This design comes from an exercise in tuning for small area on the open sky130 flow, not from production work. In this exercise RTL edits were held to simulation tests only and were not proved equivalent to the original. Power figures rest on the tool's default switching activity, not on a simulated workload.

==> flow/design.v (outline; a module is shown in full before it is edited, if it fits) <==
// module eight_bit_exponential_decay_lookup: 1103 lines
// module ADSR_envelope: 393 lines
module ADSR_envelope (
  input clk,
  input rst,
  input gate,
  input [3:0] a,
  input [3:0] d,
  input [3:0] s,
  input [3:0] r,
  output active,
  output reg [7:0] amplitude);
  // ...
==> flow/flow/run.sh <==
#!/bin/bash
# Own layout flow: the standard synthesis, then an area-oriented re-mapping
# of the combinational logic with ABC (flip-flops, their names and cell types
# untouched; full-adder cells kept). Each candidate netlist must be proven
# equivalent to the standard netlist (yosys equiv_*); the smallest proven one
# is used, else the standard netlist. Then the standard ORFS flow to finish,
# with ports buffered by buf_1 cells.
set -uo pipefail
W=$(pwd)
R=$W/orfs/results/${FLOW_PLATFORM}/ADSR_envelope/base
YOSYS=yosys
[ -x "$FLOW_HOME/../tools/install/yosys/bin/yosys" ] && YOSYS=$FLOW_HOME/../tools/install/yosys/bin/yosys
export LIB=$FLOW_HOME/platforms/${FLOW_PLATFORM}/lib/sky130_fd_sc_hd__tt_025C_1v80.lib
export TOP=$FLOW_TOP
export DONTUSE="$(cat $W/flow/dontuse.txt)"

bash standard.sh synth > synth.log 2>&1 || { echo "standard synth failed"; exit 1; }
cp $R/1_2_yosys.v $W/std_netlist.v

mkdir -p $W/post
n=0
while read -r S; do
  [ -z "$S" ] && continue
  n=$((n+1))
  (
    IN=$W/std_netlist.v OUT=$W/post/cand$n.v KEEP="sky130_fd_sc_hd__fa_1" SCRIPT="$S" \
      timeout 600 $YOSYS -c $W/flow/post.tcl > post$n.log 2>&1 &&
    A=$W/std_netlist.v B=$W/post/cand$n.v timeout 900 $YOSYS -c $W/flow/equiv.tcl > equiv$n.log 2>&1 &&
    echo "$(python3 $W/flow/area.py $W/post/cand$n.v | awk '{print $2}') $n" > $W/post/ok$n
  ) &
done < $W/flow/abc.scripts
wait
best=$(cat $W/post/ok* 2>/dev/null | sort -g | head -1 | awk '{print $2}')
if [ -n "$best" ]; then
  echo "using re-mapped netlist $best: $(cat $W/post/ok$best)"
  cp $W/post/cand$best.v $R/1_2_yosys.v
  rm -f $R/1_synth.odb $R/1_synth.sdc
else
  echo "no re-mapped netlist proven equivalent; using the standard netlist"
fi
bash standard.sh BUFFER_PORTS_ARGS="-buffer_cell sky130_fd_sc_hd__buf_1" finish > finish.log 2>&1 || { echo "finish failed"; tail -30 finish.log; exit 1; }
echo done
==> flow/flow/abc.scripts <==
strash;&get -n;&deepsyn -S 3 -T 120;&put;dch -f;map -a;topo
strash;&get -n;&deepsyn -S 1 -T 120;&put;dch -f;map -a;topo
strash;&get -n;&deepsyn -S 5 -T 120;&put;dch -f;map -a;topo
strash;dch -f;map -a;topo
==> flow/flow/area.py <==
import re,sys
import os
lib=open(os.environ['LIB']).read()
A={}
for m in re.finditer(r'cell\s*\(\s*"?(\w+)"?\s*\)\s*\{(.*?)area\s*:\s*([\d.]+)',lib,re.S):
    A[m.group(1)]=float(m.group(3))
from collections import Counter
c=Counter(re.findall(r'^\s*(sky130_fd_sc_hd__\w+)\s',open(sys.argv[1]).read(),re.M))
tot=sum(A[k]*v for k,v in c.items())
print("total %.1f  cells %d"%(tot,sum(c.values())))
if len(sys.argv)>2:
    for k,v in sorted(c.items(),key=lambda kv:-A[kv[0]]*kv[1])[:15]: print("  %-32s %4d %8.1f"%(k,v,A[k]*v))
==> flow/flow/dontuse.txt <==
-dont_use sky130_fd_sc_hd__lpflow_bleeder_1 -dont_use sky130_fd_sc_hd__lpflow_clkbufkapwr_1 -dont_use sky130_fd_sc_hd__lpflow_clkbufkapwr_16 -dont_use sky130_fd_sc_hd__lpflow_clkbufkapwr_2 -dont_use sky130_fd_sc_hd__lpflow_clkbufkapwr_4 -dont_use sky130_fd_sc_hd__lpflow_clkbufkapwr_8 -dont_use sky130_fd_sc_hd__lpflow_clkinvkapwr_1 -dont_use sky130_fd_sc_hd__lpflow_clkinvkapwr_16 -dont_use sky130_fd_sc_hd__lpflow_clkinvkapwr_2 -dont_use sky130_fd_sc_hd__lpflow_clkinvkapwr_4 -dont_use sky130_fd_sc_hd__lpflow_clkinvkapwr_8 -dont_use sky130_fd_sc_hd__lpflow_decapkapwr_12 -dont_use sky130_fd_sc_hd__lpflow_decapkapwr_3 -dont_use sky130_fd_sc_hd__lpflow_decapkapwr_4 -dont_use sky130_fd_sc_hd__lpflow_decapkapwr_6 -dont_use sky130_fd_sc_hd__lpflow_decapkapwr_8 -dont_use sky130_fd_sc_hd__lpflow_inputiso0n_1 -dont_use sky130_fd_sc_hd__lpflow_inputiso0p_1 -dont_use sky130_fd_sc_hd__lpflow_inputiso1n_1 -dont_use sky130_fd_sc_hd__lpflow_inputiso1p_1 -dont_use sky130_fd_sc_hd__lpflow_inputisolatch_1 -dont_use sky130_fd_sc_hd__lpflow_isobufsrc_1 -dont_use sky130_fd_sc_hd__lpflow_isobufsrc_16 -dont_use sky130_fd_sc_hd__lpflow_isobufsrc_2 -dont_use sky130_fd_sc_hd__lpflow_isobufsrc_4 -dont_use sky130_fd_sc_hd__lpflow_isobufsrc_8 -dont_use sky130_fd_sc_hd__lpflow_isobufsrckapwr_16 -dont_use sky130_fd_sc_hd__lpflow_lsbuf_lh_hl_isowell_tap_1 -dont_use sky130_fd_sc_hd__lpflow_lsbuf_lh_hl_isowell_tap_2 -dont_use sky130_fd_sc_hd__lpflow_lsbuf_lh_hl_isowell_tap_4 -dont_use sky130_fd_sc_hd__lpflow_lsbuf_lh_isowell_4 -dont_use sky130_fd_sc_hd__lpflow_lsbuf_lh_isowell_tap_1 -dont_use sky130_fd_sc_hd__lpflow_lsbuf_lh_isowell_tap_2 -dont_use sky130_fd_sc_hd__lpflow_lsbuf_lh_isowell_tap_4 -dont_use sky130_fd_sc_hd__probe_p_8 -dont_use sky130_fd_sc_hd__probec_p_8 
==> flow/flow/equiv.tcl <==
# env: A, B (netlists), TOP
yosys -import
set lib $::env(LIB)
read_liberty -ignore_miss_func $lib
read_verilog $::env(A)
yosys rename $::env(TOP) gold
read_verilog $::env(B)
yosys rename $::env(TOP) gate
flatten
opt_clean
equiv_make gold gate eq
hierarchy -top eq
equiv_simple -seq 1
equiv_induct
equiv_status -assert
==> flow/flow/post.tcl <==
# post-synthesis re-mapping of the combinational logic; flip-flops untouched
# env: IN, OUT, SCRIPT, KEEP (cells kept as boxes besides flip-flops), DONTUSE
yosys -import
set lib $::env(LIB)
read_liberty -ignore_miss_func $lib
read_verilog $::env(IN)
hierarchy -top $::env(TOP)
set keep [concat $::env(KEEP)]
foreach m [concat sky130_fd_sc_hd__dfxtp_1 sky130_fd_sc_hd__dfxtp_2 sky130_fd_sc_hd__dfxtp_4 sky130_fd_sc_hd__conb_1 $keep] {
  catch { setattr -mod -set keep_hierarchy 1 $m }
}
flatten
opt_clean -purge
abc -liberty $lib {*}$::env(DONTUSE) -script "+$::env(SCRIPT)"
opt_clean -purge
hilomap -singleton -hicell sky130_fd_sc_hd__conb_1 HI -locell sky130_fd_sc_hd__conb_1 LO
setattr -mod -unset keep_hierarchy
splitnets
opt_clean -purge
select $::env(TOP)
write_verilog -noattr -nohex -nodec -selected $::env(OUT)
==> flow/standard.sh <==
#!/bin/bash
# synth_recipe.tcl (not shown) runs the flow's synth.tcl, then flattens the netlist and writes it again
# the make line also repeats each setting of config.mk as NAME=value (left out here)
make -C /OpenROAD-flow-scripts/flow DESIGN_CONFIG=/design/flow/config.mk WORK_HOME=/design/flow/orfs CLKGATE_MAP_FILE= SYNTH_SCRIPT=/design/flow/synth_recipe.tcl "${@:-finish}"
==> flow/config.mk <==
export PLATFORM = sky130hd
export DESIGN_NAME = ADSR_envelope
export DESIGN_NICKNAME = ADSR_envelope
export VERILOG_FILES = /design/flow/design.v
export SDC_FILE = /design/flow/constraint.sdc
export NUM_CORES = 4
export LEC_CHECK = 0
export ABC_AREA = 1
export CAP_MARGIN = 20
export CORE_MARGIN = 2
export CORE_UTILIZATION = 70
export CTS_BUF_LIST = sky130_fd_sc_hd__clkbuf_4 sky130_fd_sc_hd__clkbuf_8
export GPL_TIMING_DRIVEN = 0
export SLEW_MARGIN = 20
==> flow/constraint.sdc <==
create_clock -name core_clock -period 10.0 [get_ports {clk}]
set_input_delay 2.0000 -clock core_clock [delete_from_list [all_inputs] [get_ports {clk}]]
set_output_delay 2.0000 -clock core_clock [all_outputs]
set_load 0.01 [all_outputs]
==> metrics.cfg, run 1 <==
[power]
clockPowerShare_pct = 22.4
power_leader = sequential cells
power.total_uw = 597
pg_clk_uw = 134
combinationalPowerShare_pct = 38.5

[floorplanning]
tap-cell-count = 77
core_um2 = 6310
fp-row-count = 29

[setup_path]
reg2reg_to = dectmp[7]
crit_path_start = a[2]
crit_buf_inv = 7
endpoint_kind = flip-flop
required_ps = 10210
critical_path_cell_count = 33
regToRegStartpoint = accumulator[19]
arrival_ps = 9730

[cells_and_area]
fin_cells = 763
largest_class = multi-input gates
clkbuf_count = 5
final_cell_area_um2 = 4920

[global_route]
grtUsageMet1_pct = 45.2
grt-ovfl-total = 0
grt_max_degree = 20
antenna_found_initial = 0

[worst_hold_path]
hold_end = state[0]

[outcome]
status = no timing/DRC/antenna violations

[route]
dr.pass1.iters = 6
viasPerCell = 5.97

[timing]
rsz0062_at_grt = no
fin_crit_sh_pct = 95.1
timing.fmax_mhz = 105
finalWorstSetupSlack_ps = 485

[logic_synthesis]
ys_warn_count = 1

[placed_design]
dpl_worst_slack_ps = -88.3
routabilityCongestion = 1.03

[cts]
clock_sinks = 55
clk_latency_ps = 320

==> module ADSR_envelope, before the edit <==
module ADSR_envelope (
  input clk,
  input rst,
  input gate,
  input [3:0] a,
  input [3:0] d,
  input [3:0] s,
  input [3:0] r,
  output active,
  output reg [7:0] amplitude);
  localparam OFF     = 3'd0;
  localparam ATTACK  = 3'd1;
  localparam DECAY   = 3'd2;
  localparam SUSTAIN = 3'd3;
  localparam RELEASE = 3'd4;
  reg [2:0]  state;
  reg [26:0] accumulator;
  reg        prev_gate;
  reg [7:0]  dectmp;
  reg [7:0]  reltmp;
  function [16:0] attack_table;
    input [3:0] p;
    case (p)
      4'd0:  attack_table = 17'd43690;
      4'd1:  attack_table = 17'd43690;
      4'd2:  attack_table = 17'd87381;
      4'd3:  attack_table = 17'd58254;
      4'd4:  attack_table = 17'd36792;
      4'd5:  attack_table = 17'd24966;
      4'd6:  attack_table = 17'd20560;
      4'd7:  attack_table = 17'd17476;
      4'd8:  attack_table = 17'd13981;
      4'd9:  attack_table = 17'd5592;
      4'd10: attack_table = 17'd2796;
      4'd11: attack_table = 17'd1747;
      4'd12: attack_table = 17'd1398;
      4'd13: attack_table = 17'd466;
      4'd14: attack_table = 17'd279;
      default: attack_table = 17'd174;
    endcase
  endfunction
  function [16:0] decay_release_table;
    input [3:0] p;
    case (p)
      4'd0:  decay_release_table = 17'd101944;
      4'd1:  decay_release_table = 17'd58254;
      4'd2:  decay_release_table = 17'd29127;
      4'd3:  decay_release_table = 17'd19418;
      4'd4:  decay_release_table = 17'd12264;
      4'd5:  decay_release_table = 17'd8322;
      4'd6:  decay_release_table = 17'd6853;
      4'd7:  decay_release_table = 17'd5825;
      4'd8:  decay_release_table = 17'd4660;
      4'd9:  decay_release_table = 17'd1864;
      4'd10: decay_release_table = 17'd932;
      4'd11: decay_release_table = 17'd582;
      4'd12: decay_release_table = 17'd466;
      4'd13: decay_release_table = 17'd155;
      4'd14: decay_release_table = 17'd93;
      default: decay_release_table = 17'd58;
    endcase
  endfunction
  wire st_off = (state == OFF);
  wire st_a   = (state == ATTACK);
  wire st_d   = (state == DECAY);
  wire st_r   = (state == RELEASE);
  assign active = !st_off;
  wire overflow = accumulator[26];
  wire rise = gate & ~prev_gate;
  wire [16:0] inc = st_a ? attack_table(a) : decay_release_table(st_d ? d : r);
  wire acc_add = (st_a | st_d | (st_r & ~gate)) & ~overflow;
  wire [16:0] acc_lo;    
  wire        c9;        
  wire [7:0] gg = accumulator[16:9] & inc[16:9];
  wire [7:0] tt = accumulator[16:9] | inc[16:9];
  wire       g9_16 = gg[7] | tt[7] & (gg[6] | tt[6] & (gg[5] | tt[5] & (gg[4] |
                     tt[4] & (gg[3] | tt[3] & (gg[2] | tt[2] & (gg[1] | tt[1] & gg[0]))))));
  wire       c17 = g9_16 | (&tt) & c9;
  wire [9:0] ones;
  assign ones[0] = 1'b1;
  genvar gk;
  generate for (gk = 0; gk < 9; gk = gk + 1) begin : g_ones
    assign ones[gk+1] = ones[gk] & accumulator[17+gk];
  end endgenerate
  wire [9:0] cy = {10{c17}} & ones;
  wire [26:0] acc_sum = {cy[9], accumulator[25:17] ^ cy[8:0], acc_lo[16:0]};
  wire [7:0] e;
  eight_bit_exponential_decay_lookup exp_lookup(.din(accumulator[25:18]), .dout(e));
  wire [3:0]  u   = s ^ {4{st_d}};
  wire [31:0] pp;
  genvar gi, gj;
  generate for (gi = 0; gi < 8; gi = gi + 1) begin : g_pp
    for (gj = 0; gj < 4; gj = gj + 1) begin : g_ppj
      assign pp[gi*4+gj] = e[gi] & u[gj];
    end
  end endgenerate
  wire [7:0] de  = e & {8{st_d}};
  wire       dnz = st_d & (|e[3:0]);
  wire [3:0] ds  = s & {4{st_d}};
  wire [7:0] g;
  wire ac_1;
  wire ac_2;
  wire ac_3;
  wire ac_4;
  wire ac_5;
  wire ac_6;
  wire ac_7;
  wire ac_8;
  wire ac_9;
  wire ac_10;
  wire ac_11;
  wire ac_12;
  wire ac_13;
  wire ac_14;
  wire ac_15;
  wire ac_16;
  wire ac_17;
  wire ac_18;
  wire ac_19;
  wire ac_20;
  wire ac_21;
  wire ac_22;
  wire ac_23;
  wire ac_24;
  wire ac_25;
  wire ac_26;
  wire ac_27;
  wire ac_28;
  wire ac_29;
  wire ac_30;
  wire ac_31;
  wire ac_32;
  wire ac_33;
  wire ac_34;
  assign ac_1 = accumulator[0] ^ inc[0];
  assign ac_2 = accumulator[0] & inc[0];
  assign ac_3 = accumulator[1] ^ inc[1] ^ ac_2;
  assign ac_4 = (accumulator[1] & inc[1]) | (accumulator[1] & ac_2) | (inc[1] & ac_2);
  assign ac_5 = accumulator[2] ^ inc[2] ^ ac_4;
  assign ac_6 = (accumulator[2] & inc[2]) | (accumulator[2] & ac_4) | (inc[2] & ac_4);
  assign ac_7 = accumulator[3] ^ inc[3] ^ ac_6;
  assign ac_8 = (accumulator[3] & inc[3]) | (accumulator[3] & ac_6) | (inc[3] & ac_6);
  assign ac_9 = accumulator[4] ^ inc[4] ^ ac_8;
  assign ac_10 = (accumulator[4] & inc[4]) | (accumulator[4] & ac_8) | (inc[4] & ac_8);
  assign ac_11 = accumulator[5] ^ inc[5] ^ ac_10;
  assign ac_12 = (accumulator[5] & inc[5]) | (accumulator[5] & ac_10) | (inc[5] & ac_10);
  assign ac_13 = accumulator[6] ^ inc[6] ^ ac_12;
  assign ac_14 = (accumulator[6] & inc[6]) | (accumulator[6] & ac_12) | (inc[6] & ac_12);
  assign ac_15 = accumulator[7] ^ inc[7] ^ ac_14;
  assign ac_16 = (accumulator[7] & inc[7]) | (accumulator[7] & ac_14) | (inc[7] & ac_14);
  assign ac_17 = accumulator[8] ^ inc[8] ^ ac_16;
  assign ac_18 = (accumulator[8] & inc[8]) | (accumulator[8] & ac_16) | (inc[8] & ac_16);
  assign ac_19 = accumulator[9] ^ inc[9] ^ c9;
  assign ac_20 = (accumulator[9] & inc[9]) | (accumulator[9] & c9) | (inc[9] & c9);
  assign ac_21 = accumulator[10] ^ inc[10] ^ ac_20;
  assign ac_22 = (accumulator[10] & inc[10]) | (accumulator[10] & ac_20) | (inc[10] & ac_20);
  assign ac_23 = accumulator[11] ^ inc[11] ^ ac_22;
  assign ac_24 = (accumulator[11] & inc[11]) | (accumulator[11] & ac_22) | (inc[11] & ac_22);
  assign ac_25 = accumulator[12] ^ inc[12] ^ ac_24;
  assign ac_26 = (accumulator[12] & inc[12]) | (accumulator[12] & ac_24) | (inc[12] & ac_24);
  assign ac_27 = accumulator[13] ^ inc[13] ^ ac_26;
  assign ac_28 = (accumulator[13] & inc[13]) | (accumulator[13] & ac_26) | (inc[13] & ac_26);
  assign ac_29 = accumulator[14] ^ inc[14] ^ ac_28;
  assign ac_30 = (accumulator[14] & inc[14]) | (accumulator[14] & ac_28) | (inc[14] & ac_28);
  assign ac_31 = accumulator[15] ^ inc[15] ^ ac_30;
  assign ac_32 = (accumulator[15] & inc[15]) | (accumulator[15] & ac_30) | (inc[15] & ac_30);
  assign ac_33 = accumulator[16] ^ inc[16] ^ ac_32;
  assign ac_34 = (accumulator[16] & inc[16]) | (accumulator[16] & ac_32) | (inc[16] & ac_32);
  assign c9 = ac_18;
  assign acc_lo = {ac_33, ac_31, ac_29, ac_27, ac_25, ac_23, ac_21, ac_19, ac_17, ac_15, ac_13, ac_11, ac_9, ac_7, ac_5, ac_3, ac_1};
  wire mu_1;
  wire mu_2;
  wire mu_3;
  wire mu_4;
  wire mu_5;
  wire mu_6;
  wire mu_7;
  wire mu_8;
  wire mu_9;
  wire mu_10;
  wire mu_11;
  wire mu_12;
  wire mu_13;
  wire mu_14;
  wire mu_15;
  wire mu_16;
  wire mu_17;
  wire mu_18;
  wire mu_19;
  wire mu_20;
  wire mu_21;
  wire mu_22;
  wire mu_23;
  wire mu_24;
  wire mu_25;
  wire mu_26;
  wire mu_27;
  wire mu_28;
  wire mu_29;
  wire mu_30;
  wire mu_31;
  wire mu_32;
  wire mu_33;
  wire mu_34;
  wire mu_35;
  wire mu_36;
  wire mu_37;
  wire mu_38;
  wire mu_39;
  wire mu_40;
  wire mu_41;
  wire mu_42;
  wire mu_43;
  wire mu_44;
  wire mu_45;
  wire mu_46;
  wire mu_47;
  wire mu_48;
  wire mu_49;
  wire mu_50;
  wire mu_51;
  wire mu_52;
  wire mu_53;
  wire mu_54;
  wire mu_55;
  wire mu_56;
  wire mu_57;
  wire mu_58;
  wire mu_59;
  wire mu_60;
  wire mu_61;
  wire mu_62;
  wire mu_63;
  wire mu_64;
  wire mu_65;
  wire mu_66;
  wire mu_67;
  wire mu_68;
  wire mu_69;
  wire mu_70;
  wire mu_71;
  wire mu_72;
  wire mu_73;
  wire mu_74;
  wire mu_75;
  wire mu_76;
  wire mu_77;
  wire mu_78;
  wire mu_79;
  wire mu_80;
  wire mu_81;
  wire mu_82;
  wire mu_83;
  wire mu_84;
  wire mu_85;
  wire mu_86;
  wire mu_87;
  wire mu_88;
  wire mu_89;
  wire mu_90;
  wire mu_91;
  wire mu_92;
  wire mu_93;
  wire mu_94;
  wire mu_95;
  wire mu_96;
  assign mu_1 = pp[0] ^ de[0] ^ ~de[4];
  assign mu_2 = (pp[0] & de[0]) | (pp[0] & ~de[4]) | (de[0] & ~de[4]);
  assign mu_3 = pp[1] ^ pp[4] ^ de[1];
  assign mu_4 = (pp[1] & pp[4]) | (pp[1] & de[1]) | (pp[4] & de[1]);
  assign mu_5 = pp[2] ^ pp[5] ^ pp[8];
  assign mu_6 = (pp[2] & pp[5]) | (pp[2] & pp[8]) | (pp[5] & pp[8]);
  assign mu_7 = pp[3] ^ pp[6] ^ pp[9];
  assign mu_8 = (pp[3] & pp[6]) | (pp[3] & pp[9]) | (pp[6] & pp[9]);
  assign mu_9 = pp[12] ^ de[3] ^ ~de[7];
  assign mu_10 = (pp[12] & de[3]) | (pp[12] & ~de[7]) | (de[3] & ~de[7]);
  assign mu_11 = pp[7] ^ pp[10] ^ pp[13];
  assign mu_12 = (pp[7] & pp[10]) | (pp[7] & pp[13]) | (pp[10] & pp[13]);
  assign mu_13 = ~(pp[16] ^ de[4]);
  assign mu_14 = pp[16] | de[4];
  assign mu_15 = pp[11] ^ pp[14] ^ pp[17];
  assign mu_16 = (pp[11] & pp[14]) | (pp[11] & pp[17]) | (pp[14] & pp[17]);
  assign mu_17 = ~(pp[20] ^ de[5]);
  assign mu_18 = pp[20] | de[5];
  assign mu_19 = pp[15] ^ pp[18] ^ pp[21];
  assign mu_20 = (pp[15] & pp[18]) | (pp[15] & pp[21]) | (pp[18] & pp[21]);
  assign mu_21 = ~(pp[24] ^ de[6]);
  assign mu_22 = pp[24] | de[6];
  assign mu_23 = pp[19] ^ pp[22] ^ pp[25];
  assign mu_24 = (pp[19] & pp[22]) | (pp[19] & pp[25]) | (pp[22] & pp[25]);
  assign mu_25 = ~(pp[28] ^ de[7]);
  assign mu_26 = pp[28] | de[7];
  assign mu_27 = pp[23] ^ pp[26] ^ pp[29];
  assign mu_28 = (pp[23] & pp[26]) | (pp[23] & pp[29]) | (pp[26] & pp[29]);
  assign mu_29 = pp[27] ^ pp[30] ^ ds[1];
  assign mu_30 = (pp[27] & pp[30]) | (pp[27] & ds[1]) | (pp[30] & ds[1]);
  assign mu_31 = ~(pp[31] ^ ds[2]);
  assign mu_32 = pp[31] | ds[2];
  assign mu_33 = ~de[5] ^ mu_2 ^ mu_3;
  assign mu_34 = (~de[5] & mu_2) | (~de[5] & mu_3) | (mu_2 & mu_3);
  assign mu_35 = de[2] ^ ~de[6] ^ mu_4;
  assign mu_36 = (de[2] & ~de[6]) | (de[2] & mu_4) | (~de[6] & mu_4);
  assign mu_37 = mu_6 ^ mu_7 ^ mu_9;
  assign mu_38 = (mu_6 & mu_7) | (mu_6 & mu_9) | (mu_7 & mu_9);
  assign mu_39 = mu_8 ^ mu_10 ^ mu_11;
  assign mu_40 = (mu_8 & mu_10) | (mu_8 & mu_11) | (mu_10 & mu_11);
  assign mu_41 = mu_12 ^ mu_14 ^ mu_15;
  assign mu_42 = (mu_12 & mu_14) | (mu_12 & mu_15) | (mu_14 & mu_15);
  assign mu_43 = mu_16 ^ mu_18 ^ mu_19;
  assign mu_44 = (mu_16 & mu_18) | (mu_16 & mu_19) | (mu_18 & mu_19);
  assign mu_45 = mu_20 ^ mu_22 ^ mu_23;
  assign mu_46 = (mu_20 & mu_22) | (mu_20 & mu_23) | (mu_22 & mu_23);
  assign mu_47 = ~(ds[0] ^ mu_24);
  assign mu_48 = ds[0] | mu_24;
  assign mu_49 = ~(mu_29 ^ mu_28);
  assign mu_50 = mu_29 | mu_28;
  assign mu_51 = ~(ds[3] ^ mu_32);
  assign mu_52 = ds[3] | mu_32;
  assign mu_53 = mu_5 ^ mu_34 ^ mu_35;
  assign mu_54 = (mu_5 & mu_34) | (mu_5 & mu_35) | (mu_34 & mu_35);
  assign mu_55 = mu_13 ^ mu_38 ^ mu_39;
  assign mu_56 = (mu_13 & mu_38) | (mu_13 & mu_39) | (mu_38 & mu_39);
  assign mu_57 = mu_17 ^ mu_40 ^ mu_41;
  assign mu_58 = (mu_17 & mu_40) | (mu_17 & mu_41) | (mu_40 & mu_41);
  assign mu_59 = mu_21 ^ mu_42 ^ mu_43;
  assign mu_60 = (mu_21 & mu_42) | (mu_21 & mu_43) | (mu_42 & mu_43);
  assign mu_61 = mu_25 ^ mu_44 ^ mu_45;
  assign mu_62 = (mu_25 & mu_44) | (mu_25 & mu_45) | (mu_44 & mu_45);
  assign mu_63 = mu_26 ^ mu_27 ^ mu_46;
  assign mu_64 = (mu_26 & mu_27) | (mu_26 & mu_46) | (mu_27 & mu_46);
  assign mu_65 = mu_30 ^ mu_31 ^ mu_50;
  assign mu_66 = (mu_30 & mu_31) | (mu_30 & mu_50) | (mu_31 & mu_50);
  assign mu_67 = mu_36 ^ mu_37 ^ mu_54;
  assign mu_68 = (mu_36 & mu_37) | (mu_36 & mu_54) | (mu_37 & mu_54);
  assign mu_69 = mu_47 ^ mu_62 ^ mu_63;
  assign mu_70 = (mu_47 & mu_62) | (mu_47 & mu_63) | (mu_62 & mu_63);
  assign mu_71 = mu_48 ^ mu_49 ^ mu_64;
  assign mu_72 = (mu_48 & mu_49) | (mu_48 & mu_64) | (mu_49 & mu_64);
  assign mu_73 = ~dnz ^ mu_1;
  assign mu_74 = ~dnz & mu_1;
  assign mu_75 = mu_33 ^ mu_74;
  assign mu_76 = mu_33 & mu_74;
  assign mu_77 = mu_53 ^ mu_76;
  assign mu_78 = mu_53 & mu_76;
  assign mu_79 = mu_67 ^ mu_78;
  assign mu_80 = mu_67 & mu_78;
  assign mu_81 = mu_55 ^ mu_68 ^ mu_80;
  assign mu_82 = (mu_55 & mu_68) | (mu_55 & mu_80) | (mu_68 & mu_80);
  assign mu_83 = mu_56 ^ mu_57 ^ mu_82;
  assign mu_84 = (mu_56 & mu_57) | (mu_56 & mu_82) | (mu_57 & mu_82);
  assign mu_85 = mu_58 ^ mu_59 ^ mu_84;
  assign mu_86 = (mu_58 & mu_59) | (mu_58 & mu_84) | (mu_59 & mu_84);
  assign mu_87 = mu_60 ^ mu_61 ^ mu_86;
  assign mu_88 = (mu_60 & mu_61) | (mu_60 & mu_86) | (mu_61 & mu_86);
  assign mu_89 = mu_69 ^ mu_88;
  assign mu_90 = mu_69 & mu_88;
  assign mu_91 = mu_70 ^ mu_71 ^ mu_90;
  assign mu_92 = (mu_70 & mu_71) | (mu_70 & mu_90) | (mu_71 & mu_90);
  assign mu_93 = mu_65 ^ mu_72 ^ mu_92;
  assign mu_94 = (mu_65 & mu_72) | (mu_65 & mu_92) | (mu_72 & mu_92);
  assign mu_95 = mu_51 ^ mu_66 ^ mu_94;
  assign mu_96 = (mu_51 & mu_66) | (mu_51 & mu_94) | (mu_66 & mu_94);
  assign g = {mu_95, mu_93, mu_91, mu_89, mu_87, mu_85, mu_83, mu_81};
  always @(posedge clk) begin
    prev_gate <= gate;
    if (rst) begin
      state <= OFF;
      amplitude <= 8'd0;
      accumulator <= 27'd0;
      dectmp <= 8'd0;
      reltmp <= 8'd0;
    end else begin
      accumulator <= acc_add ? acc_sum : 27'd0;
      dectmp <= (st_d & ~overflow) ? g : 8'd255;
      if (st_r & ~overflow) reltmp <= g;
      if (overflow) begin
        case (state)
          ATTACK:  state <= gate ? DECAY : RELEASE;
          DECAY:   state <= gate ? SUSTAIN : RELEASE;
          default: state <= gate ? ATTACK : OFF;
        endcase
      end else begin
        case (state)
          ATTACK:  amplitude <= accumulator[25:18];
          DECAY:   begin amplitude <= dectmp; if (rise) state <= ATTACK; end
          SUSTAIN: begin amplitude <= {s, 4'b0000}; if (!gate) state <= RELEASE; end
          RELEASE: begin amplitude <= gate ? 8'd0 : reltmp; if (gate) state <= ATTACK; end
          default: begin amplitude <= 8'd0; if (gate) state <= ATTACK; end
        endcase
      end
    end
  end
endmodule
==> run 2: changes to the inputs <==
--- a/flow/design.v
+++ b/flow/design.v
@@ -1170,15 +1170,18 @@
   assign active = !st_off;
   wire overflow = accumulator[26];
   wire rise = gate & ~prev_gate;
-  wire [16:0] inc = st_a ? attack_table(a) : decay_release_table(st_d ? d : r);
+  wire [16:0] inc;
+  adsr_inc_table inc_lookup(.a(a), .d(d), .r(r), .st_a(st_a), .st_d(st_d), .inc(inc));
   wire acc_add = (st_a | st_d | (st_r & ~gate)) & ~overflow;
   wire [16:0] acc_lo;    
   wire        c9;        
-  wire [7:0] gg = accumulator[16:9] & inc[16:9];
-  wire [7:0] tt = accumulator[16:9] | inc[16:9];
-  wire       g9_16 = gg[7] | tt[7] & (gg[6] | tt[6] & (gg[5] | tt[5] & (gg[4] |
-                     tt[4] & (gg[3] | tt[3] & (gg[2] | tt[2] & (gg[1] | tt[1] & gg[0]))))));
-  wire       c17 = g9_16 | (&tt) & c9;
+  wire [16:0] gg = accumulator[16:0] & inc;
+  wire [16:0] tt = accumulator[16:0] | inc;
+  assign c9 = gg[8] | tt[8] & (gg[7] | tt[7] & (gg[6] | tt[6] & (gg[5] | tt[5] & (gg[4] |
+              tt[4] & (gg[3] | tt[3] & (gg[2] | tt[2] & (gg[1] | tt[1] & gg[0])))))));
+  wire       g9_16 = gg[16] | tt[16] & (gg[15] | tt[15] & (gg[14] | tt[14] & (gg[13] |
+                     tt[13] & (gg[12] | tt[12] & (gg[11] | tt[11] & (gg[10] | tt[10] & gg[9]))))));
+  wire       c17 = g9_16 | (&tt[16:9]) & c9;
   wire [9:0] ones;
   assign ones[0] = 1'b1;
   genvar gk;
@@ -1269,7 +1272,6 @@
   assign ac_32 = (accumulator[15] & inc[15]) | (accumulator[15] & ac_30) | (inc[15] & ac_30);
   assign ac_33 = accumulator[16] ^ inc[16] ^ ac_32;
   assign ac_34 = (accumulator[16] & inc[16]) | (accumulator[16] & ac_32) | (inc[16] & ac_32);
-  assign c9 = ac_18;
   assign acc_lo = {ac_33, ac_31, ac_29, ac_27, ac_25, ac_23, ac_21, ac_19, ac_17, ac_15, ac_13, ac_11, ac_9, ac_7, ac_5, ac_3, ac_1};
   wire mu_1;
   wire mu_2;
@@ -1494,3 +1496,854 @@
     end
   end
 endmodule
+module adsr_inc_table(a, d, r, st_a, st_d, inc);
+  input [3:0] a;
+  wire [3:0] a;
+  input [3:0] d;
+  wire [3:0] d;
+  input [3:0] r;
+  wire [3:0] r;
+  input st_a;
+  wire st_a;
+  input st_d;
+  wire st_d;
+  output [16:0] inc;
+  wire [16:0] inc;
+  wire _138_;
+  wire _139_;
+  wire _140_;
+  wire _141_;
+  wire _142_;
+  wire _143_;
+  wire _144_;
+  wire _145_;
+  wire _146_;
+  wire _147_;
+  wire _148_;
+  wire _149_;
+  wire _150_;
+  wire _151_;
+  wire _152_;
+  wire _153_;
+  wire _154_;
+  wire _155_;
+  wire _156_;
+  wire _157_;
+  wire _158_;
+  wire _159_;
+  wire _160_;
+  wire _161_;
+  wire _162_;
+  wire _163_;
+  wire _164_;
+  wire _165_;
+  wire _166_;
+  wire _167_;
+  wire _168_;
+  wire _169_;
+  wire _170_;
+  wire _171_;
+  wire _172_;
+  wire _173_;
+  wire _174_;
+  wire _175_;
+  wire _176_;
+  wire _177_;
+  wire _178_;
+  wire _179_;
+  wire _180_;
+  wire _181_;
+  wire _182_;
+  wire _183_;
+  wire _184_;
+  wire _185_;
+  wire _186_;
+  wire _187_;
+  wire _188_;
+  wire _189_;
+  wire _190_;
+  wire _191_;
+  wire _192_;
+  wire _193_;
+  wire _194_;
+  wire _195_;
+  wire _196_;
+  wire _197_;
+  wire _198_;
+  wire _199_;
+  wire _200_;
+  wire _201_;
+  wire _202_;
+  wire _203_;
+  wire _204_;
+  wire _205_;
+  wire _206_;
+  wire _207_;
+  wire _208_;
+  wire _209_;
+  wire _210_;
+  wire _211_;
+  wire _212_;
+  wire _213_;
+  wire _214_;
+  wire _215_;
+  wire _216_;
+  wire _217_;
+  wire _218_;
+  wire _219_;
+  wire _220_;
+  wire _221_;
+  wire _222_;
+  wire _223_;
+  wire _224_;
+  wire _225_;
+  wire _226_;
+  wire _227_;
+  wire _228_;
+  wire _229_;
+  wire _230_;
+  wire _231_;
+  wire _232_;
+  wire _233_;
+  wire _234_;
+  wire _235_;
+  wire _236_;
+  wire _237_;
+  wire _238_;
+  wire _239_;
+  wire _240_;
+  wire _241_;
+  wire _242_;
+  wire _243_;
+  wire _244_;
+  wire _245_;
+  wire _246_;
+  wire _247_;
+  wire _248_;
+  wire _249_;
+  wire _250_;
+  wire _251_;
+  wire _252_;
+  wire _253_;
+  wire _254_;
+  wire _255_;
+  wire _256_;
+  wire _257_;
+  wire _258_;
+  wire _259_;
+  wire _260_;
+  wire _261_;
+  wire _262_;
+  wire _263_;
+  wire _264_;
+  wire _265_;
+  wire _266_;
+  wire _267_;
+  wire _268_;
+  wire _269_;
+  wire _270_;
+  wire _271_;
+  wire _272_;
+  wire _273_;
+  wire _274_;
+  wire _275_;
+  wire _276_;
+  wire _277_;
+  wire _278_;
+  wire _279_;
+  wire _280_;
+  wire _281_;
+  wire _282_;
+  wire _283_;
+  wire _284_;
+  wire _285_;
+  wire _286_;
+  wire _287_;
+  wire _288_;
+  wire _289_;
+  wire _290_;
+  wire _291_;
+  wire _292_;
+  wire _293_;
+  wire _294_;
+  wire _295_;
+  wire _296_;
+  wire _297_;
+  wire _298_;
+  wire _299_;
+  wire _300_;
+  wire _301_;
+  wire _302_;
+  wire _303_;
+  wire _304_;
+  wire _305_;
+  wire _306_;
+  wire _307_;
+  wire _308_;
+  wire _309_;
+  wire _310_;
+  wire _311_;
+  wire _312_;
+  wire _313_;
+  wire _314_;
+  wire _315_;
+  wire _316_;
+  wire _317_;
+  wire _318_;
+  wire _319_;
+  wire _320_;
+  wire _321_;
+  wire _322_;
+  wire _323_;
+  wire _324_;
+  wire _325_;
+  wire _326_;
+  wire _327_;
+  wire _328_;
+  wire _329_;
+  wire _330_;
+  wire _331_;
+  wire _332_;
+  wire _333_;
+  wire _334_;
+  wire _335_;
+  wire _336_;
+  wire _337_;
+  wire _338_;
+  wire _339_;
+  wire _340_;
+  wire _341_;
+  wire _342_;
+  wire _343_;
+  wire _344_;
+  wire _345_;
+  wire _346_;
+  wire _347_;
+  wire _348_;
+  wire _349_;
+  wire _350_;
+  wire _351_;
+  wire _352_;
+  wire _353_;
+  wire _354_;
+  wire _355_;
+  wire _356_;
+  wire _357_;
+  wire _358_;
+  wire _359_;
+  wire _360_;
+  wire _361_;
+  wire _362_;
+  wire _363_;
+  wire _364_;
+  wire _365_;
+  wire _366_;
+  wire _367_;
+  wire _368_;
+  wire _369_;
+  wire _370_;
+  wire _371_;
+  wire _372_;
+  wire _373_;
+  wire _374_;
+  wire _375_;
+  wire _376_;
+  wire _377_;
+  wire _378_;
+  wire _379_;
+  wire _380_;
+  wire _381_;
+  wire _382_;
+  wire _383_;
+  wire _384_;
+  wire _385_;
+  wire _386_;
+  wire _387_;
+  wire _388_;
+  wire _389_;
+  wire _390_;
+  wire _391_;
+  wire _392_;
+  wire _393_;
+  wire _394_;
+  wire _395_;
+  wire _396_;
+  wire _397_;
+  wire _398_;
+  wire _399_;
+  wire _400_;
+  wire _401_;
+  wire _402_;
+  wire _403_;
+  wire _404_;
+  wire _405_;
+  wire _406_;
+  wire _407_;
+  wire _408_;
+  wire _409_;
+  wire _410_;
+  wire _411_;
+  wire _412_;
+  wire _413_;
+  wire _414_;
+  wire _415_;
+  wire _416_;
+  wire _417_;
+  wire _418_;
+  wire _419_;
+  wire _420_;
+  wire _421_;
+  wire _422_;
+  wire _423_;
+  wire _424_;
+  wire _425_;
+  wire _426_;
+  wire _427_;
+  wire _428_;
+  wire _429_;
+  wire _430_;
+  wire _431_;
+  wire _432_;
+  wire _433_;
+  wire _434_;
+  wire _435_;
+  wire _436_;
+  wire _437_;
+  wire _438_;
+  wire _123_;
+  wire _124_;
+  wire _131_;
+  wire _135_;
+  wire _136_;
+  wire _137_;
+  wire \_247_.B ;
+  wire \_248_.B1 ;
+  wire \_249_.A ;
+  wire \_250_.B ;
+  wire \_251_.A1 ;
+  wire \_251_.B1 ;
+  wire \_253_.B ;
+  wire \_254_.A ;
+  wire \_255_.B ;
+  wire \_256_.A ;
+  wire \_257_.A ;
+  wire \_257_.B ;
+  wire \_260_.A ;
+  wire \_260_.B ;
+  wire \_261_.B ;
+  wire \_262_.A ;
+  wire \_264_.A ;
+  wire \_267_.A ;
+  wire \_267_.B ;
+  wire \_268_.A1 ;
+  wire \_268_.A2 ;
+  wire \_268_.B1 ;
+  wire \_269_.A ;
+  wire \_269_.B ;
+  wire \_270_.A ;
+  wire \_272_.A ;
+  wire \_274_.B1 ;
+  wire \_276_.B ;
+  wire \_276_.C ;
+  wire \_280_.A2 ;
+  wire \_281_.A1 ;
+  wire \_281_.A2 ;
+  wire \_281_.B1 ;
+  wire \_283_.A2 ;
+  wire \_283_.B1 ;
+  wire \_284_.A ;
+  wire \_286_.A1 ;
+  wire \_286_.A2 ;
+  wire \_289_.B1 ;
+  wire \_289_.B2 ;
+  wire \_291_.B ;
+  wire \_292_.A ;
+  wire \_292_.B ;
+  wire \_293_.A ;
+  wire \_293_.B ;
+  wire \_294_.A ;
+  wire \_294_.B ;
+  wire \_296_.A ;
+  wire \_298_.B ;
+  wire \_299_.A3 ;
+  wire \_299_.B1 ;
+  wire \_300_.B ;
+  wire \_301_.A ;
+  wire \_302_.A2 ;
+  wire \_302_.A3 ;
+  wire \_302_.B1 ;
+  wire \_303_.A ;
+  wire \_306_.A ;
+  wire \_308_.A ;
+  wire \_308_.B ;
+  wire \_309_.A1 ;
+  wire \_309_.B1 ;
+  wire \_312_.B1 ;
+  wire \_313_.A2 ;
+  wire \_313_.B1 ;
+  wire \_314_.A ;
+  wire \_314_.B ;
+  wire \_315_.B ;
+  wire \_316_.B1 ;
+  wire \_319_.A ;
+  wire \_319_.B ;
+  wire \_319_.C ;
+  wire \_321_.A ;
+  wire \_321_.B ;
+  wire \_322_.A ;
+  wire \_323_.A ;
+  wire \_323_.B ;
+  wire \_324_.A ;
+  wire \_324_.B ;
+  wire \_325_.A2 ;
+  wire \_326_.A ;
+  wire \_328_.A ;
+  wire \_328_.B ;
+  wire \_329_.A ;
+  wire \_330_.A ;
+  wire \_331_.A ;
+  wire \_334_.A ;
+  wire \_335_.A2 ;
+  wire \_336_.B ;
+  wire \_337_.A ;
+  wire \_338_.B ;
+  wire \_339_.B ;
+  wire \_341_.A ;
+  wire \_342_.A ;
+  wire \_343_.B ;
+  wire \_344_.A2 ;
+  wire \_345_.A0 ;
+  wire \_345_.S ;
+  wire \_346_.B1 ;
+  wire \_346_.C1 ;
+  wire \_347_.A ;
+  wire \_351_.B1 ;
+  wire \_351_.C1 ;
+  wire \_352_.C ;
+  wire \_353_.A2 ;
+  wire \_353_.B1_N ;
+  wire \_357_.B ;
+  wire \_358_.B ;
+  wire \_359_.A1 ;
+  wire \_359_.B1 ;
+  wire \_361_.B1 ;
+  assign \_251_.A1  = ~a[2];
+  assign \_247_.B  = ~st_d;
+  assign \_248_.B1  = d[1] | \_247_.B ;
+  assign _141_ = _138_ & _139_;
+  assign \_249_.A  = _141_ | _140_;
+  assign _138_ = ~st_d;
+  assign _139_ = ~r[1];
+  assign _140_ = ~\_248_.B1 ;
+  assign \_250_.B  = ~\_249_.A ;
+  assign \_251_.B1  = _142_ & _143_;
+  assign _142_ = ~st_a;
+  assign _143_ = ~\_250_.B ;
+  assign _150_ = _144_ & _145_;
+  assign _151_ = _146_ & _147_;
+  assign _152_ = _148_ & _149_;
+  assign _153_ = _150_ | _151_;
+  assign \_257_.A  = _153_ | _152_;
+  assign _144_ = ~\_251_.A1 ;
+  assign _145_ = ~\_251_.B1 ;
+  assign _146_ = ~a[0];
+  assign _147_ = ~\_251_.B1 ;
+  assign _148_ = ~st_a;
+  assign _149_ = ~\_251_.B1 ;
+  assign \_253_.B  = ~st_a;
+  assign \_254_.A  = _154_ & _155_;
+  assign _154_ = ~a[1];
+  assign _155_ = ~\_253_.B ;
+  assign \_255_.B  = ~\_254_.A ;
+  assign \_256_.A  = _156_ & _157_;
+  assign _156_ = ~a[0];
+  assign _157_ = ~\_255_.B ;
+  assign \_257_.B  = ~\_256_.A ;
+  assign \_269_.A  = _158_ | _159_;
+  assign _158_ = ~\_257_.A ;
+  assign _159_ = ~\_257_.B ;
+  assign \_260_.A  = _160_ & _161_;
+  assign _160_ = ~st_d;
+  assign _161_ = ~r[2];
+  assign \_260_.B  = _162_ & _163_;
+  assign _162_ = ~d[2];
+  assign _163_ = ~\_247_.B ;
+  assign \_261_.B  = _164_ & _165_;
+  assign _164_ = ~\_260_.A ;
+  assign _165_ = ~\_260_.B ;
+  assign \_262_.A  = _166_ & _167_;
+  assign _166_ = ~st_a;
+  assign _167_ = ~\_261_.B ;
+  assign \_268_.A1  = ~\_262_.A ;
+  assign \_264_.A  = ~a[3];
+  assign \_268_.A2  = _168_ | _169_;
+  assign _168_ = ~\_264_.A ;
+  assign _169_ = ~st_a;
+  assign _173_ = _170_ & _171_;
+  assign \_267_.A  = _173_ | _172_;
+  assign _170_ = ~st_d;
+  assign _171_ = ~r[3];
+  assign _172_ = ~\_253_.B ;
+  assign \_267_.B  = _174_ & _175_;
+  assign _174_ = ~d[3];
+  assign _175_ = ~\_247_.B ;
+  assign \_268_.B1  = _176_ & _177_;
+  assign _176_ = ~\_267_.A ;
+  assign _177_ = ~\_267_.B ;
+  assign _182_ = _178_ & _179_;
+  assign _183_ = _180_ & _181_;
+  assign \_269_.B  = _182_ | _183_;
+  assign _178_ = ~\_268_.A1 ;
+  assign _179_ = ~\_268_.B1 ;
+  assign _180_ = ~\_268_.A2 ;
+  assign _181_ = ~\_268_.B1 ;
+  assign \_270_.A  = _184_ | _185_;
+  assign _184_ = ~\_269_.A ;
+  assign _185_ = ~\_269_.B ;
+  assign \_319_.A  = ~\_270_.A ;
+  assign \_272_.A  = _186_ & _187_;
+  assign _186_ = ~\_264_.A ;
+  assign _187_ = ~\_253_.B ;
+  assign \_283_.A2  = ~\_272_.A ;
+  assign \_274_.B1  = d[0] | \_247_.B ;
+  assign _191_ = _188_ & _189_;
+  assign \_276_.B  = _191_ | _190_;
+  assign _188_ = ~r[0];
+  assign _189_ = ~st_d;
+  assign _190_ = ~\_274_.B1 ;
+  assign \_276_.C  = ~\_268_.B1 ;
+  assign _195_ = _192_ & _193_;
+  assign \_302_.A2  = _195_ & _194_;
+  assign _192_ = ~\_249_.A ;
+  assign _193_ = ~\_276_.B ;
+  assign _194_ = ~\_276_.C ;
+  assign \_281_.A1  = ~a[0];
+  assign \_281_.A2  = _196_ & _197_;
+  assign _196_ = ~\_251_.A1 ;
+  assign _197_ = ~\_253_.B ;
+  assign \_280_.A2  = ~\_276_.B ;
+  assign _202_ = _198_ & _199_;
+  assign _203_ = _200_ & _201_;
+  assign \_281_.B1  = _202_ | _203_;
+  assign _198_ = ~\_249_.A ;
+  assign _199_ = ~\_268_.A1 ;
+  assign _200_ = ~\_280_.A2 ;
+  assign _201_ = ~\_268_.A1 ;
+  assign _208_ = _204_ & _205_;
+  assign _209_ = _206_ & _207_;
+  assign \_294_.A  = _208_ | _209_;
+  assign _204_ = ~\_281_.A1 ;
+  assign _205_ = ~\_281_.B1 ;
+  assign _206_ = ~\_281_.A2 ;
+  assign _207_ = ~\_281_.B1 ;
+  assign \_283_.B1  = _210_ & _211_;
+  assign _210_ = ~\_264_.A ;
+  assign _211_ = ~\_255_.B ;
+  assign _216_ = _212_ & _213_;
+  assign _217_ = _214_ & _215_;
+  assign \_284_.A  = _216_ | _217_;
+  assign _212_ = ~\_255_.B ;
+  assign _213_ = ~\_283_.B1 ;
+  assign _214_ = ~\_283_.A2 ;
+  assign _215_ = ~\_283_.B1 ;
+  assign \_286_.A1  = ~\_284_.A ;
+  assign \_286_.A2  = _218_ | _219_;
+  assign _218_ = ~\_280_.A2 ;
+  assign _219_ = ~\_253_.B ;
+  assign _224_ = _220_ & _221_;
+  assign _225_ = _222_ & _223_;
+  assign \_293_.A  = _224_ | _225_;
+  assign _220_ = ~\_286_.A1 ;
+  assign _221_ = ~\_262_.A ;
+  assign _222_ = ~\_286_.A2 ;
+  assign _223_ = ~\_262_.A ;
+  assign \_289_.B1  = ~\_283_.B1 ;
+  assign \_289_.B2  = _226_ | _227_;
+  assign _226_ = ~\_281_.A2 ;
+  assign _227_ = ~\_281_.A1 ;
+  assign _236_ = _228_ & _229_;
+  assign _237_ = _230_ & _231_;
+  assign _238_ = _232_ & _233_;
+  assign _239_ = _234_ & _235_;
+  assign _240_ = _236_ | _237_;
+  assign _241_ = _240_ | _238_;
+  assign \_292_.A  = _241_ | _239_;
+  assign _228_ = ~\_281_.A1 ;
+  assign _229_ = ~\_289_.B1 ;
+  assign _230_ = ~\_281_.A1 ;
+  assign _231_ = ~\_289_.B2 ;
+  assign _232_ = ~a[3];
+  assign _233_ = ~\_289_.B1 ;
+  assign _234_ = ~a[3];
+  assign _235_ = ~\_289_.B2 ;
+  assign _246_ = _242_ & _243_;
+  assign _247_ = _244_ & _245_;
+  assign \_291_.B  = _246_ | _247_;
+  assign _242_ = ~\_253_.B ;
+  assign _243_ = ~\_269_.A ;
+  assign _244_ = ~\_280_.A2 ;
+  assign _245_ = ~\_269_.A ;
+  assign \_292_.B  = _248_ & _249_;
+  assign _248_ = ~\_283_.B1 ;
+  assign _249_ = ~\_291_.B ;
+  assign \_293_.B  = _250_ & _251_;
+  assign _250_ = ~\_292_.A ;
+  assign _251_ = ~\_292_.B ;
+  assign \_294_.B  = _252_ & _253_;
+  assign _252_ = ~\_293_.A ;
+  assign _253_ = ~\_293_.B ;
+  assign _256_ = _254_ & _255_;
+  assign _257_ = \_294_.A  & \_294_.B ;
+  assign \_302_.A3  = _256_ | _257_;
+  assign _254_ = ~\_294_.A ;
+  assign _255_ = ~\_294_.B ;
+  assign \_296_.A  = _258_ & _259_;
+  assign _258_ = ~\_281_.A1 ;
+  assign _259_ = ~\_268_.A2 ;
+  assign \_299_.A3  = ~\_296_.A ;
+  assign _264_ = _260_ | _261_;
+  assign _265_ = _264_ | _262_;
+  assign \_298_.B  = _265_ | _263_;
+  assign _260_ = ~\_251_.A1 ;
+  assign _261_ = ~a[0];
+  assign _262_ = ~a[3];
+  assign _263_ = ~st_a;
+  assign _269_ = _266_ | _267_;
+  assign \_299_.B1  = _269_ | _268_;
+  assign _266_ = ~\_276_.C ;
+  assign _267_ = ~\_298_.B ;
+  assign _268_ = ~\_289_.B2 ;
+  assign _276_ = _270_ & _271_;
+  assign _277_ = _272_ & _273_;
+  assign _278_ = _274_ & _275_;
+  assign _279_ = _276_ | _277_;
+  assign \_300_.B  = _279_ | _278_;
+  assign _270_ = ~\_286_.A1 ;
+  assign _271_ = ~\_299_.B1 ;
+  assign _272_ = ~st_a;
+  assign _273_ = ~\_299_.B1 ;
+  assign _274_ = ~\_299_.A3 ;
+  assign _275_ = ~\_299_.B1 ;
+  assign \_301_.A  = _280_ & _281_;
+  assign _280_ = ~\_262_.A ;
+  assign _281_ = ~\_300_.B ;
+  assign \_302_.B1  = ~\_301_.A ;
+  assign _286_ = _282_ & _283_;
+  assign _287_ = _286_ & _284_;
+  assign \_303_.A  = _287_ | _285_;
+  assign _282_ = ~\_268_.A1 ;
+  assign _283_ = ~\_302_.A2 ;
+  assign _284_ = ~\_302_.A3 ;
+  assign _285_ = ~\_302_.B1 ;
+  assign \_324_.A  = ~\_303_.A ;
+  assign \_309_.A1  = ~\_257_.A ;
+  assign \_306_.A  = _288_ & _289_;
+  assign _288_ = ~\_254_.A ;
+  assign _289_ = ~\_262_.A ;
+  assign \_308_.B  = ~\_306_.A ;
+  assign \_308_.A  = ~\_300_.B ;
+  assign \_309_.B1  = _290_ | _291_;
+  assign _290_ = ~\_308_.A ;
+  assign _291_ = ~\_308_.B ;
+  assign _295_ = _292_ & _293_;
+  assign \_314_.A  = _295_ | _294_;
+  assign _292_ = ~\_309_.A1 ;
+  assign _293_ = ~\_308_.B ;
+  assign _294_ = ~\_309_.B1 ;
+  assign _299_ = _296_ & _297_;
+  assign \_313_.A2  = _299_ | _298_;
+  assign _296_ = ~\_251_.B1 ;
+  assign _297_ = ~\_308_.A ;
+  assign _298_ = ~\_276_.B ;
+  assign _304_ = _300_ & _301_;
+  assign _305_ = _302_ & _303_;
+  assign \_312_.B1  = _304_ | _305_;
+  assign _300_ = ~\_251_.A1 ;
+  assign _301_ = ~\_262_.A ;
+  assign _302_ = ~st_a;
+  assign _303_ = ~\_262_.A ;
+  assign _309_ = _306_ & _307_;
+  assign \_313_.B1  = _309_ | _308_;
+  assign _306_ = ~\_256_.A ;
+  assign _307_ = ~\_302_.A2 ;
+  assign _308_ = ~\_312_.B1 ;
+  assign _313_ = _310_ & _311_;
+  assign \_314_.B  = _313_ | _312_;
+  assign _310_ = ~\_301_.A ;
+  assign _311_ = ~\_313_.A2 ;
+  assign _312_ = ~\_313_.B1 ;
+  assign \_315_.B  = _314_ & _315_;
+  assign _314_ = ~\_314_.A ;
+  assign _315_ = ~\_314_.B ;
+  assign \_316_.B1  = _316_ & _317_;
+  assign _316_ = ~\_302_.A2 ;
+  assign _317_ = ~\_315_.B ;
+  assign _321_ = _318_ & _319_;
+  assign \_323_.A  = _321_ | _320_;
+  assign _318_ = ~\_251_.A1 ;
+  assign _319_ = ~\_283_.A2 ;
+  assign _320_ = ~\_316_.B1 ;
+  assign \_319_.B  = _322_ & _323_;
+  assign _322_ = ~\_276_.C ;
+  assign _323_ = ~\_281_.B1 ;
+  assign _327_ = _324_ & _325_;
+  assign \_319_.C  = _327_ & _326_;
+  assign _324_ = ~\_293_.A ;
+  assign _325_ = ~\_314_.A ;
+  assign _326_ = ~\_293_.B ;
+  assign _328_ = \_319_.A  | \_319_.B ;
+  assign \_321_.A  = _328_ | \_319_.C ;
+  assign \_321_.B  = _329_ | _330_;
+  assign _329_ = ~\_319_.C ;
+  assign _330_ = ~\_319_.B ;
+  assign \_322_.A  = _331_ | _332_;
+  assign _331_ = ~\_321_.A ;
+  assign _332_ = ~\_321_.B ;
+  assign \_323_.B  = ~\_322_.A ;
+  assign \_324_.B  = _333_ & _334_;
+  assign _333_ = ~\_323_.A ;
+  assign _334_ = ~\_323_.B ;
+  assign \_325_.A2  = _335_ & _336_;
+  assign _335_ = ~\_324_.A ;
+  assign _336_ = ~\_324_.B ;
+  assign _340_ = _337_ & _338_;
+  assign \_326_.A  = _340_ | _339_;
+  assign _337_ = ~\_283_.A2 ;
+  assign _338_ = ~\_325_.A2 ;
+  assign _339_ = ~\_322_.A ;
+  assign \_328_.A  = _341_ | _342_;
+  assign _341_ = ~\_326_.A ;
+  assign _342_ = ~\_284_.A ;
+  assign \_328_.B  = ~\_314_.B ;
+  assign \_329_.A  = _343_ | _344_;
+  assign _343_ = ~\_328_.A ;
+  assign _344_ = ~\_328_.B ;
+  assign \_330_.A  = ~\_329_.A ;
+  assign \_331_.A  = _345_ | _346_;
+  assign _345_ = ~\_330_.A ;
+  assign _346_ = ~\_269_.B ;
+  assign \_343_.B  = ~\_331_.A ;
+  assign _351_ = _347_ & _348_;
+  assign _352_ = _349_ & _350_;
+  assign \_357_.B  = _351_ | _352_;
+  assign _347_ = ~\_257_.B ;
+  assign _348_ = ~\_325_.A2 ;
+  assign _349_ = ~\_314_.A ;
+  assign _350_ = ~\_325_.A2 ;
+  assign \_334_.A  = _353_ & _354_;
+  assign _353_ = ~st_a;
+  assign _354_ = ~\_249_.A ;
+  assign \_335_.A2  = ~\_334_.A ;
+  assign _359_ = _355_ & _356_;
+  assign _360_ = _357_ & _358_;
+  assign \_336_.B  = _359_ | _360_;
+  assign _355_ = ~\_300_.B ;
+  assign _356_ = ~\_294_.B ;
+  assign _357_ = ~\_335_.A2 ;
+  assign _358_ = ~\_294_.B ;
+  assign \_337_.A  = _361_ | _362_;
+  assign _361_ = ~\_330_.A ;
+  assign _362_ = ~\_336_.B ;
+  assign \_338_.B  = ~\_337_.A ;
+  assign \_339_.B  = _363_ & _364_;
+  assign _363_ = ~\_303_.A ;
+  assign _364_ = ~\_338_.B ;
+  assign \_345_.S  = _365_ & _366_;
+  assign _365_ = ~\_325_.A2 ;
+  assign _366_ = ~\_339_.B ;
+  assign _371_ = _367_ & _368_;
+  assign _372_ = _369_ & _370_;
+  assign \_341_.A  = _371_ | _372_;
+  assign _367_ = ~\_291_.B ;
+  assign _368_ = ~\_281_.B1 ;
+  assign _369_ = ~\_299_.A3 ;
+  assign _370_ = ~\_281_.B1 ;
+  assign \_342_.A  = ~\_341_.A ;
+  assign \_346_.B1  = _373_ | _374_;
+  assign _373_ = ~\_342_.A ;
+  assign _374_ = ~\_308_.A ;
+  assign \_344_.A2  = _375_ & _376_;
+  assign _375_ = ~\_302_.A3 ;
+  assign _376_ = ~\_343_.B ;
+  assign _380_ = _377_ & _378_;
+  assign \_345_.A0  = _380_ | _379_;
+  assign _377_ = ~\_322_.A ;
+  assign _378_ = ~\_344_.A2 ;
+  assign _379_ = ~\_312_.B1 ;
+  assign _382_ = \_345_.A0  & _381_;
+  assign _383_ = \_344_.A2  & \_345_.S ;
+  assign \_346_.C1  = _382_ | _383_;
+  assign _381_ = ~\_345_.S ;
+  assign _388_ = _384_ & _385_;
+  assign _389_ = _388_ | _386_;
+  assign \_347_.A  = _389_ | _387_;
+  assign _384_ = ~\_329_.A ;
+  assign _385_ = ~\_342_.A ;
+  assign _386_ = ~\_346_.B1 ;
+  assign _387_ = ~\_346_.C1 ;
+  assign _124_ = ~\_347_.A ;
+  assign \_353_.A2  = _390_ & _391_;
+  assign _390_ = ~\_272_.A ;
+  assign _391_ = ~\_316_.B1 ;
+  assign \_351_.B1  = _392_ | _393_;
+  assign _392_ = ~\_324_.B ;
+  assign _393_ = ~\_334_.A ;
+  assign _397_ = _394_ | _395_;
+  assign \_351_.C1  = _397_ | _396_;
+  assign _394_ = ~\_331_.A ;
+  assign _395_ = ~\_268_.A1 ;
+  assign _396_ = ~\_335_.A2 ;
+  assign _402_ = _398_ & _399_;
+  assign _403_ = _402_ | _400_;
+  assign \_352_.C  = _403_ | _401_;
+  assign _398_ = ~\_324_.B ;
+  assign _399_ = ~\_331_.A ;
+  assign _400_ = ~\_351_.B1 ;
+  assign _401_ = ~\_351_.C1 ;
+  assign _407_ = _404_ & _405_;
+  assign \_353_.B1_N  = _407_ & _406_;
+  assign _404_ = ~\_268_.B1 ;
+  assign _405_ = ~\_281_.A2 ;
+  assign _406_ = ~\_352_.C ;
+  assign _410_ = _408_ & _409_;
+  assign _123_ = _410_ | \_353_.B1_N ;
+  assign _408_ = ~\_342_.A ;
+  assign _409_ = ~\_353_.A2 ;
+  assign _415_ = _411_ & _412_;
+  assign _416_ = _413_ & _414_;
+  assign _137_ = _415_ | _416_;
+  assign _411_ = ~\_281_.A2 ;
+  assign _412_ = ~\_344_.A2 ;
+  assign _413_ = ~\_324_.B ;
+  assign _414_ = ~\_344_.A2 ;
+  assign _417_ = \_264_.A  & \_352_.C ;
+  assign _418_ = \_289_.B2  & \_352_.C ;
+  assign _136_ = _417_ | _418_;
+  assign \_359_.A1  = _419_ | _420_;
+  assign _419_ = ~\_286_.A1 ;
+  assign _420_ = ~\_286_.A2 ;
+  assign _423_ = \_328_.B  & _421_;
+  assign _424_ = _422_ & \_357_.B ;
+  assign \_358_.B  = _423_ | _424_;
+  assign _421_ = ~\_357_.B ;
+  assign _422_ = ~\_328_.B ;
+  assign \_359_.B1  = _425_ | _426_;
+  assign _425_ = ~\_346_.C1 ;
+  assign _426_ = ~\_358_.B ;
+  assign _430_ = _427_ & _428_;
+  assign _135_ = _430_ | _429_;
+  assign _427_ = ~\_359_.A1 ;
+  assign _428_ = ~\_346_.C1 ;
+  assign _429_ = ~\_359_.B1 ;
+  assign _434_ = _431_ & _432_;
+  assign \_361_.B1  = _434_ | _433_;
+  assign _431_ = ~\_319_.A ;
+  assign _432_ = ~\_281_.B1 ;
+  assign _433_ = ~\_347_.A ;
+  assign _438_ = _435_ & _436_;
+  assign _131_ = _438_ | _437_;
+  assign _435_ = ~\_292_.A ;
+  assign _436_ = ~\_292_.B ;
+  assign _437_ = ~\_361_.B1 ;
+  assign inc = { \_353_.B1_N , \_319_.A , \_343_.B , \_357_.B , \_345_.S , _124_, _123_, \_346_.C1 , _137_, _136_, _135_, \_329_.A , \_303_.A , \_326_.A , _131_, \_323_.A , \_338_.B  };
+endmodule
==> flow/flow/abc.scripts (replaced) <==
strash;&get -n;&deepsyn -S 1 -T 120;&put;dch -f;amap;topo
strash;&get -n;&deepsyn -S 2 -T 120;&put;dch -f;amap;topo
strash;&get -n;&deepsyn -S 3 -T 120;&put;dch -f;amap;topo
strash;&get -n;&deepsyn -S 1 -T 120;&put;dch -f;map -a;topo
==> run 2 against run 1 <==
Synthesized area shrank 3.1%. Sequential share of layout area shrank 0.23 points. Clock skew grew 0.51 ps. Global-route usage up 0.28 points.
==> metrics.cfg, run 2 <==
[global_route]
antenna_found_initial = 1  ; was 0
grt-ovfl-total = 0  ; unchanged
grt_pass1_wl_mm = 19.5  ; was 20.0 mm
groute.usage.overall_pct = 34.3  ; was 34.0%
first_global_vias = 4201  ; was 4402
grt_max_degree = 22  ; was 20

[cells_and_area]
top_register = accumulator  ; unchanged
drive_gt1_share_pct = 9.15  ; was 4.23%
fin_nets = 689  ; was 753
largest_reg_flops = 27  ; unchanged
n_antenna_cell = 0  ; unchanged
layout_commonest_cell = nor2_1  ; unchanged
layout_common_cells = nor2_1, clkinv_1, dfxtp_1  ; was nor2_1, clkinv_1, nand2_1
fin_cells = 698  ; was 763
final_cell_area_um2 = 4970  ; was 4920 um2
area.growth.synth_to_final_pct = 12.9  ; was 8.26%

[cts]
ctsHoldBuffers = 0  ; unchanged
clock-root-buffer = clkbuf_8  ; unchanged
cts_tree = done  ; unchanged
clock_sinks = 55  ; unchanged
htreeDepth = 2  ; unchanged
clkTransAtPathRegs_ps = 110  ; about the same
cts.path.max_buffers = 2  ; unchanged
cts_buffers = 5  ; unchanged
clk_latency_ps = 320  ; about the same

[power]
ir_drop_v = 0.000152  ; was 0.0000782 V
swShare_pct = 40.4  ; was 37.5%
combinationalPowerShare_pct = 46.3  ; was 38.5%
p_switching_uw = 273  ; was 224 uW
powerDensity_nw_per_um2 = 136  ; was 121 nW/um2
cellLeakagePower_uw = 0.00171  ; was 0.00183 uW
p_seq_share_pct = 35.0  ; was 39.1%
internal-power_uw = 402  ; was 373 uW
clockPowerShare_pct = 18.7  ; was 22.4%

[floorplanning]
io_pins = 28  ; unchanged
core_um2 = 5990  ; was 6310 um2
fp-row-count = 28  ; was 29
die_h_um = 83.3  ; was 84.6 um
die-area_um2 = 6940  ; was 7150 um2
die_w_um = 83.3  ; was 84.6 um
floorplan.initialDensity_pct = 73.5  ; was 72.0%

[setup_path]
critPathSlowestCell = fa_1  ; unchanged
r2r_cells = 37  ; was 40
cp_max_fo = 6  ; unchanged
arrival_ps = 9710  ; was 9730 ps
cp_common_cell = fa_1  ; unchanged
required_ps = 10240  ; was 10210 ps
startpoint_type = primary input  ; unchanged
endpoint_kind = flip-flop  ; unchanged
cpPeakStageDelay_ps = 400  ; was 460 ps
criticalPathCategory = primary input to flip-flop  ; unchanged

[logic_synthesis]
synth_area_per_cell_um2 = 7.66  ; was 7.04 um2
ys_warn_count = 1  ; unchanged
syn-cell-area_um2 = 4400  ; was 4540 um2
syn_nets = 642  ; was 713
syn_inst = 575  ; was 645

[timing]
worst_pin_slew_ps = 993  ; was 782 ps
timing.fmax_mhz = 106  ; was 105 MHz
fin_crit_sh_pct = 94.7  ; was 95.1%
finalWorstSetupSlack_ps = 532  ; was 485 ps
finalSetupViolCount = 0  ; unchanged
skew_ps = 12.6  ; was 12.1 ps
slew-limit-headroom_pct = 33.1  ; was 47.3%
tns_ps = 0  ; unchanged
period_minus_slack_ps = 9470  ; was 9510 ps
hold_viol = 0  ; unchanged
slew_viol_final = 0  ; unchanged
hold_slack_ps = 474  ; was 465 ps

[route]
wire_per_inst_um = 17.2  ; was 15.7 um
num_vias = 4519  ; was 4552
viasPerCell = 6.47  ; was 5.97
final_antenna_net_count = 0  ; unchanged
drt_iter0_markers = 496  ; was 383
drc = 0  ; unchanged
dr.pass1.iters = 6  ; unchanged
totalWireLength_mm = 12.0  ; was 11.9 mm

[placed_design]
hpwl_mm = 8.97  ; was 9.38 mm
dpl_worst_slack_ps = -1130  ; was -88.3 ps
portBuffers = 27  ; unchanged
routabilityCongestion = 0.998  ; was 1.03
placed_cells = 677  ; was 751
place_area_um2 = 4600  ; was 4760 um2

[worst_hold_path]
min_delay_path_depth = 2  ; was 1
min_path_type = flip-flop to flip-flop  ; unchanged

[outcome]
status = no timing/DRC/antenna violations  ; unchanged

[job]
drv_cap = 0  ; unchanged

[run 2: changes by cell type in the layout (fill, tap and decap cells not counted), sizes merged, moves of 8 or more]
cell    before  now
o22ai        7   21
a31oi        3   12
nor2       145  115
a21oi       39   22
nor2b        0    9
or2          1   10
nand2       81   31
clkinv     120   98
buf         32   40
[run 2: area by class of cell]
cell class	instances	area, um2
Clock buffer	5	68.8
Clock inverter	3	22.5
Fill cell	404	1020
Sequential cell	55	1100
Inverter	105	413
Multi-Input combinational cell	415	3070
Timing Repair Buffer	40	196
Tap cell	75	93.8
[run 2: worst max-delay path: cells and delay by family]
kind / cells / cell delay (ps)
simple gates: 9 / 1390
buf+inv: 8 / 1050
fa+ha+maj: 7 / 2100
compound gates: 18 / 3160
[run 2: worst paths after layout]
kind	startpoint	end	slack (ps)
worst max register to register	accumulator[20]	dectmp[7]	800
worst min register to register	dectmp[5]	amplitude[5]	470
worst max-delay path	a[0]	accumulator[16]	530
worst min-delay path	dectmp[5]	amplitude[5]	470
[run 2: per-layer routing]
| metal | global-route usage [%] | wire length, um |
|---|---|---|
| met5 | 0 | 13 |
| met4 | 9.39 | 194 |
| met3 | 4.77 | 1290 |
| met2 | 56.5 | 5760 |
| met1 | 47.7 | 4780 |
[run 2: repair_timing]
| action | in CTS | in global routing |
|---|---|---|
| resized for setup | 9 | 41 |
| pin swaps | 1 | 3 |
| buffers inserted | 0 | 12 |
| cloned | 0 | 0 |
| endpoints found under the setup margin | 12 | 19 |
[run 2: through the flow]
stage               utilization, %  power [uW]
finish                        83.0         675
global route                  83.0         727
CTS                           79.0         646
floorplan                        -         447
global placement              76.7         495
detailed placement            76.7         509
[run 2: power groups by stage]
stage / registers, uW / clock network (uW) / logic, uW
after floorplan: 240 / 0 / 208
after global placement: 240 / 0 / 255
after detailed placement: 241 / 0 / 269
after CTS: 236 / 126 / 284
after global routing: 237 / 135 / 354
final: 236 / 126 / 312

==> separate check: timing with driven ports <==
Ports are ideal in the flow. The routed layouts listed here were re-timed in OpenROAD.
Step 1: set_driving_cell puts a clkbuf_16 on clk and a buf_2 on each other input, an assumption about the parent block.
Step 2 times the ports against the registers' clock, not the clock port: input delays grow and output delays shrink by t, the midpoint of the rising clock arrivals with the driver on.
a / b / c = ideal / step 1 / step 2; a / b = the first two.
run	shift t [ns]	slack for setup (ns)	worst setup path after step 2	cell pins on the clock port's net
run 1	0.344	0.485 / 0.495 / 0.151	input to register	1
run 2	0.343	0.532 / 0.493 / 0.151	input to register	1
After both steps setup and hold are still met in every run listed. For run 2, which loses most, drivers alone change the setup slack by -0.039 ns; drivers and shift together by -0.381 ns.
